This design comes from an exercise in tuning for small area on the open sky130 flow, not from production work.
Only simulation tests tie the RTL to the original design; equivalence was not proved.
Power is estimated from default activity; no workload was simulated.

==> inputs of v16 <==
// qcv_rv32i_core
module qcv_rv32i_core (
    input  wire        clk_i,
    input  wire        rst_ni,
    input  wire [31:0] hart_id_i,
    input  wire [31:0] boot_addr_i,
    output wire        instr_req_o,
    input  wire        instr_gnt_i,
    input  wire        instr_rvalid_i,
    output wire [31:0] instr_addr_o,
    input  wire [31:0] instr_rdata_i,
    input  wire        instr_err_i,
    output wire        data_req_o,
    input  wire        data_gnt_i,
    input  wire        data_rvalid_i,
    output wire        data_we_o,
    output wire [3:0]  data_be_o,
    output wire [31:0] data_addr_o,
    output wire [31:0] data_wdata_o,
    input  wire [31:0] data_rdata_i,
    input  wire        data_err_i,
    output wire        irq_pending_o,
    output wire        core_busy_o
);
==> module qcv_addsub, before the edit <==
module qcv_addsub (
    input  wire [31:0] a,
    input  wire [31:0] b,
    input  wire        sub,
    output wire [31:0] y,
    output wire        co
);
    localparam LO = 16;
    wire [31:0] bx = b ^ {32{sub}};
    wire [LO:0] cl;
    wire [32:LO] c0, c1;
    wire [31:LO] s0, s1;
    wire cn = ~cl[LO];
    assign cl[0] = sub;
    genvar i;
    generate
        for (i = 0; i < LO; i = i + 1) begin : g_lo
            qcv_fa u (.a(a[i]), .b(bx[i]), .c(cl[i]), .s(y[i]), .co(cl[i+1]));
        end
        assign c0[LO] = 1'b0;
        assign c1[LO] = 1'b1;
        for (i = LO; i < 32; i = i + 1) begin : g_hi
            qcv_fa u0 (.a(a[i]), .b(bx[i]), .c(c0[i]), .s(s0[i]), .co(c0[i+1]));
            qcv_fa u1 (.a(a[i]), .b(bx[i]), .c(c1[i]), .s(s1[i]), .co(c1[i+1]));
            qcv_ao22 um (.a1(cn), .b1(s0[i]), .a2(cl[LO]), .b2(s1[i]), .y(y[i]));
        end
    endgenerate
    qcv_ao22 umc (.a1(cn), .b1(c0[32]), .a2(cl[LO]), .b2(c1[32]), .y(co));
endmodule
==> flow/config.mk <==
export PLATFORM = sky130hd
export DESIGN_NAME = qcv_rv32i_core
export DESIGN_NICKNAME = qcv_rv32i_core
export VERILOG_FILES = /design/flow/design.v
export SDC_FILE = /design/flow/constraint.sdc
export NUM_CORES = 8
export LEC_CHECK = 0
export CAP_MARGIN = 20
export CORE_MARGIN = 2
export CORE_UTILIZATION = 40
export SLEW_MARGIN = 20
export SYNTH_HIERARCHICAL = 1
export SYNTH_MINIMUM_KEEP_SIZE = 0
==> flow/constraint.sdc <==
create_clock -name core_clock -period 15.0 [get_ports {clk_i}]
set_input_delay 3.0000 -clock core_clock [delete_from_list [all_inputs] [get_ports {clk_i}]]
set_output_delay 3.0000 -clock core_clock [all_outputs]
set_load 0.01 [all_outputs]
standard.sh (not shown) runs the stock make flow with config.mk's settings and CLKGATE_MAP_FILE= SYNTH_SCRIPT=/design/flow/synth_recipe.tcl, a recipe that flattens the netlist after the stock synthesis.
==> flow/flow/run.sh <==
#!/bin/bash
# Own layout flow: the standard ORFS flow (standard.sh) with these changes:
#  - port buffers use the smallest buffer cell
#  - before global placement, cells driving three or more pins are swapped for the
#    stronger cell of the same function and area (flow/free_upsize.tcl)
#  - timing-driven global placement keeps its repairs only from overflow 0.3 on
#  - clock tree synthesis builds the tree from clkbuf_8 cells with sink clusters
#    sized to keep flip-flop clock-pin slew well under the limit, and inserts no dummy loads
# Each tool's full output is in orfs/logs/; make's output is in own_flow.log.
set -uo pipefail
W=$(pwd)
F=$W/flow
sed "s|source \$::env(SCRIPTS_DIR)/synth.tcl|source $W/own_synth.tcl|" synth_recipe.tcl > own_synth_recipe.tcl
sed "s|^source \$::env(SCRIPTS_DIR)/synth_preamble.tcl\$|source \$::env(SCRIPTS_DIR)/synth_preamble.tcl\nset abc_args [lreplace \$abc_args 1 1 $F/abc_area.script]\nlappend abc_args -dont_use sky130_fd_sc_hd__clkinv_1 -dont_use sky130_fd_sc_hd__clkinv_2 -dont_use sky130_fd_sc_hd__clkinvlp_2|" \
    "$FLOW_HOME/scripts/synth.tcl" > own_synth.tcl
if ! grep -q "own_synth.tcl" own_synth_recipe.tcl || ! grep -q "abc_area.script" own_synth.tcl; then
    echo "could not patch the synthesis script" > own_flow.log
    exit 1
fi
bash standard.sh \
    "SYNTH_SCRIPT=$W/own_synth_recipe.tcl" \
    "BUFFER_PORTS_ARGS=-buffer_cell sky130_fd_sc_hd__buf_1" \
    "GPL_KEEP_OVERFLOW=0.3" \
    "PRE_GLOBAL_PLACE_TCL=$F/free_upsize.tcl" \
    "CTS_ARGS=-sink_clustering_enable -repair_clock_nets -dont_use_dummy_load -buf_list sky130_fd_sc_hd__clkbuf_8 -sink_clustering_size 16 -sink_clustering_max_diameter 65" \
    finish > own_flow.log 2>&1
Other scripts of this flow, unchanged in this note and not shown: flow/flow/abc_area.script, flow/flow/free_upsize.tcl
==> v37: changes against v16 <==
--- a/flow/design.v
+++ b/flow/design.v
@@ -9,25 +9,45 @@
     output wire        co
 );
-    localparam LO = 16;
+    localparam S1 = 11;
+    localparam S2 = 22;
     wire [31:0] bx = b ^ {32{sub}};
-    wire [LO:0] cl;
-    wire [32:LO] c0, c1;
-    wire [31:LO] s0, s1;
-    wire cn = ~cl[LO];
+    wire [S1:0] cl;
+    wire [S2:S1] m0, m1;           
+    wire [32:S2] h0, h1;           
+    wire [S2-1:S1] ms0, ms1;
+    wire [31:S2] hs0, hs1;
     assign cl[0] = sub;
+    assign m0[S1] = 1'b0;
+    assign m1[S1] = 1'b1;
+    assign h0[S2] = 1'b0;
+    assign h1[S2] = 1'b1;
     genvar i;
     generate
-        for (i = 0; i < LO; i = i + 1) begin : g_lo
+        for (i = 0; i < S1; i = i + 1) begin : g_lo
             qcv_fa u (.a(a[i]), .b(bx[i]), .c(cl[i]), .s(y[i]), .co(cl[i+1]));
         end
-        assign c0[LO] = 1'b0;
-        assign c1[LO] = 1'b1;
-        for (i = LO; i < 32; i = i + 1) begin : g_hi
-            qcv_fa u0 (.a(a[i]), .b(bx[i]), .c(c0[i]), .s(s0[i]), .co(c0[i+1]));
-            qcv_fa u1 (.a(a[i]), .b(bx[i]), .c(c1[i]), .s(s1[i]), .co(c1[i+1]));
-            qcv_ao22 um (.a1(cn), .b1(s0[i]), .a2(cl[LO]), .b2(s1[i]), .y(y[i]));
+        for (i = S1; i < S2; i = i + 1) begin : g_mid
+            qcv_fa u0 (.a(a[i]), .b(bx[i]), .c(m0[i]), .s(ms0[i]), .co(m0[i+1]));
+            qcv_fa u1 (.a(a[i]), .b(bx[i]), .c(m1[i]), .s(ms1[i]), .co(m1[i+1]));
+        end
+        for (i = S2; i < 32; i = i + 1) begin : g_hi
+            qcv_fa u0 (.a(a[i]), .b(bx[i]), .c(h0[i]), .s(hs0[i]), .co(h0[i+1]));
+            qcv_fa u1 (.a(a[i]), .b(bx[i]), .c(h1[i]), .s(hs1[i]), .co(h1[i+1]));
+        end
+    endgenerate
+    wire c1  = cl[S1];
+    wire c1n = ~c1;
+    wire c2, c2n;
+    qcv_ao22 uc2 (.a1(c1n), .b1(m0[S2]), .a2(c1), .b2(m1[S2]), .y(c2));
+    assign c2n = ~c2;
+    generate
+        for (i = S1; i < S2; i = i + 1) begin : g_mid_sel
+            qcv_ao22 um (.a1(c1n), .b1(ms0[i]), .a2(c1), .b2(ms1[i]), .y(y[i]));
+        end
+        for (i = S2; i < 32; i = i + 1) begin : g_hi_sel
+            qcv_ao22 um (.a1(c2n), .b1(hs0[i]), .a2(c2), .b2(hs1[i]), .y(y[i]));
         end
     endgenerate
-    qcv_ao22 umc (.a1(cn), .b1(c0[32]), .a2(cl[LO]), .b2(c1[32]), .y(co));
+    qcv_ao22 umc (.a1(c2n), .b1(h0[32]), .a2(c2), .b2(h1[32]), .y(co));
 endmodule
 module qcv_alu (
--- a/flow/flow/run.sh
+++ b/flow/flow/run.sh
@@ -4,5 +4,6 @@
 #  - before global placement, cells driving three or more pins are swapped for the
 #    stronger cell of the same function and area (flow/free_upsize.tcl)
-#  - timing-driven global placement keeps its repairs only from overflow 0.3 on
+#  - global placement runs its repair of slew and capacitance but weights no nets
+#    for timing: the design has ample slack
 #  - clock tree synthesis builds the tree from clkbuf_8 cells with sink clusters
 #    sized to keep flip-flop clock-pin slew well under the limit, and inserts no dummy loads
@@ -21,6 +22,6 @@
     "SYNTH_SCRIPT=$W/own_synth_recipe.tcl" \
     "BUFFER_PORTS_ARGS=-buffer_cell sky130_fd_sc_hd__buf_1" \
-    "GPL_KEEP_OVERFLOW=0.3" \
+    "GLOBAL_PLACEMENT_ARGS=-timing_driven_nets_percentage 0" \
     "PRE_GLOBAL_PLACE_TCL=$F/free_upsize.tcl" \
-    "CTS_ARGS=-sink_clustering_enable -repair_clock_nets -dont_use_dummy_load -buf_list sky130_fd_sc_hd__clkbuf_8 -sink_clustering_size 16 -sink_clustering_max_diameter 65" \
+    "CTS_ARGS=-sink_clustering_enable -repair_clock_nets -dont_use_dummy_load -buf_list sky130_fd_sc_hd__clkbuf_8 -sink_clustering_size 16 -sink_clustering_max_diameter 60" \
     finish > own_flow.log 2>&1
Settings changed: PLACE_DENSITY from default to 0.7.
==> comparison table <==
quantity                                                   v37         v16
Total power density per cell area                   128 nW/um2  127 nW/um2
Initial core utilization                                 40.2%       40.2%
Met1 usage                                               43.3%       46.2%
Endpoint arrival time on the critical path            14670 ps    14380 ps
Crit path buf inv count                                      6           4
Remaining max-slew budget at the tightest pin            21.0%       19.1%
Status                                timing/DRC/antenna clean  timing/DRC/antenna clean
Routed length on met1                                115000 um   123000 um
Drt initial violations                                   16900       15700
Number of buffers created by CTS                           121         131
Share of the core filled with cells                      43.7%       44.2%
Synth Cell Area                                      69000 um2   68900 um2
Per-instance average area after synthesis             10.6 um2    10.6 um2
Total iterations of the first detailed-routing run          14          12
Number of global-route vias before repair                63700       63300
Layout cell share with drive strength beyond 1           7.58%       9.19%
Multi-input gate share of the layout cell area           44.4%       43.8%
Sequential cell area in the final layout             33300 um2   33300 um2
Core box area                                       172000 um2  171000 um2
Pre-CTS worst setup slack                              2400 ps     2020 ps
Met3 global-route usage                                  13.7%       10.2%

static timing again, ports no longer ideal:
How much do the figures lean on ideal ports? The routed layouts below were timed once more, with nothing changed but the port constraints. Step 1 assumes that a clkbuf_16 drives the clock port and a buf_2 every other input. Step 2, shift: input delay + t, output delay - t, t = (earliest + latest rising clock arrival at the registers) / 2. This alone moves slack from input paths to output paths. Three values: ideal, step 1, step 2; two values: the first two.
| run | t (ns) | setup WS [ns] | hold WS [ns] | worst register clock-pin slew, ns | cell pins on the clock port's net |
|---|---|---|---|---|---|
| v16 | 0.992 | 1.451 / 1.451 / 1.451 | 0.448 / 0.448 / 0.448 | 0.11 / 0.11 | 1 |
| v37 | 1.049 | 1.174 / 1.174 / 1.174 | 0.431 / 0.431 / 0.431 | 0.11 / 0.11 | 1 |
After both steps setup and hold are still met in every run listed.
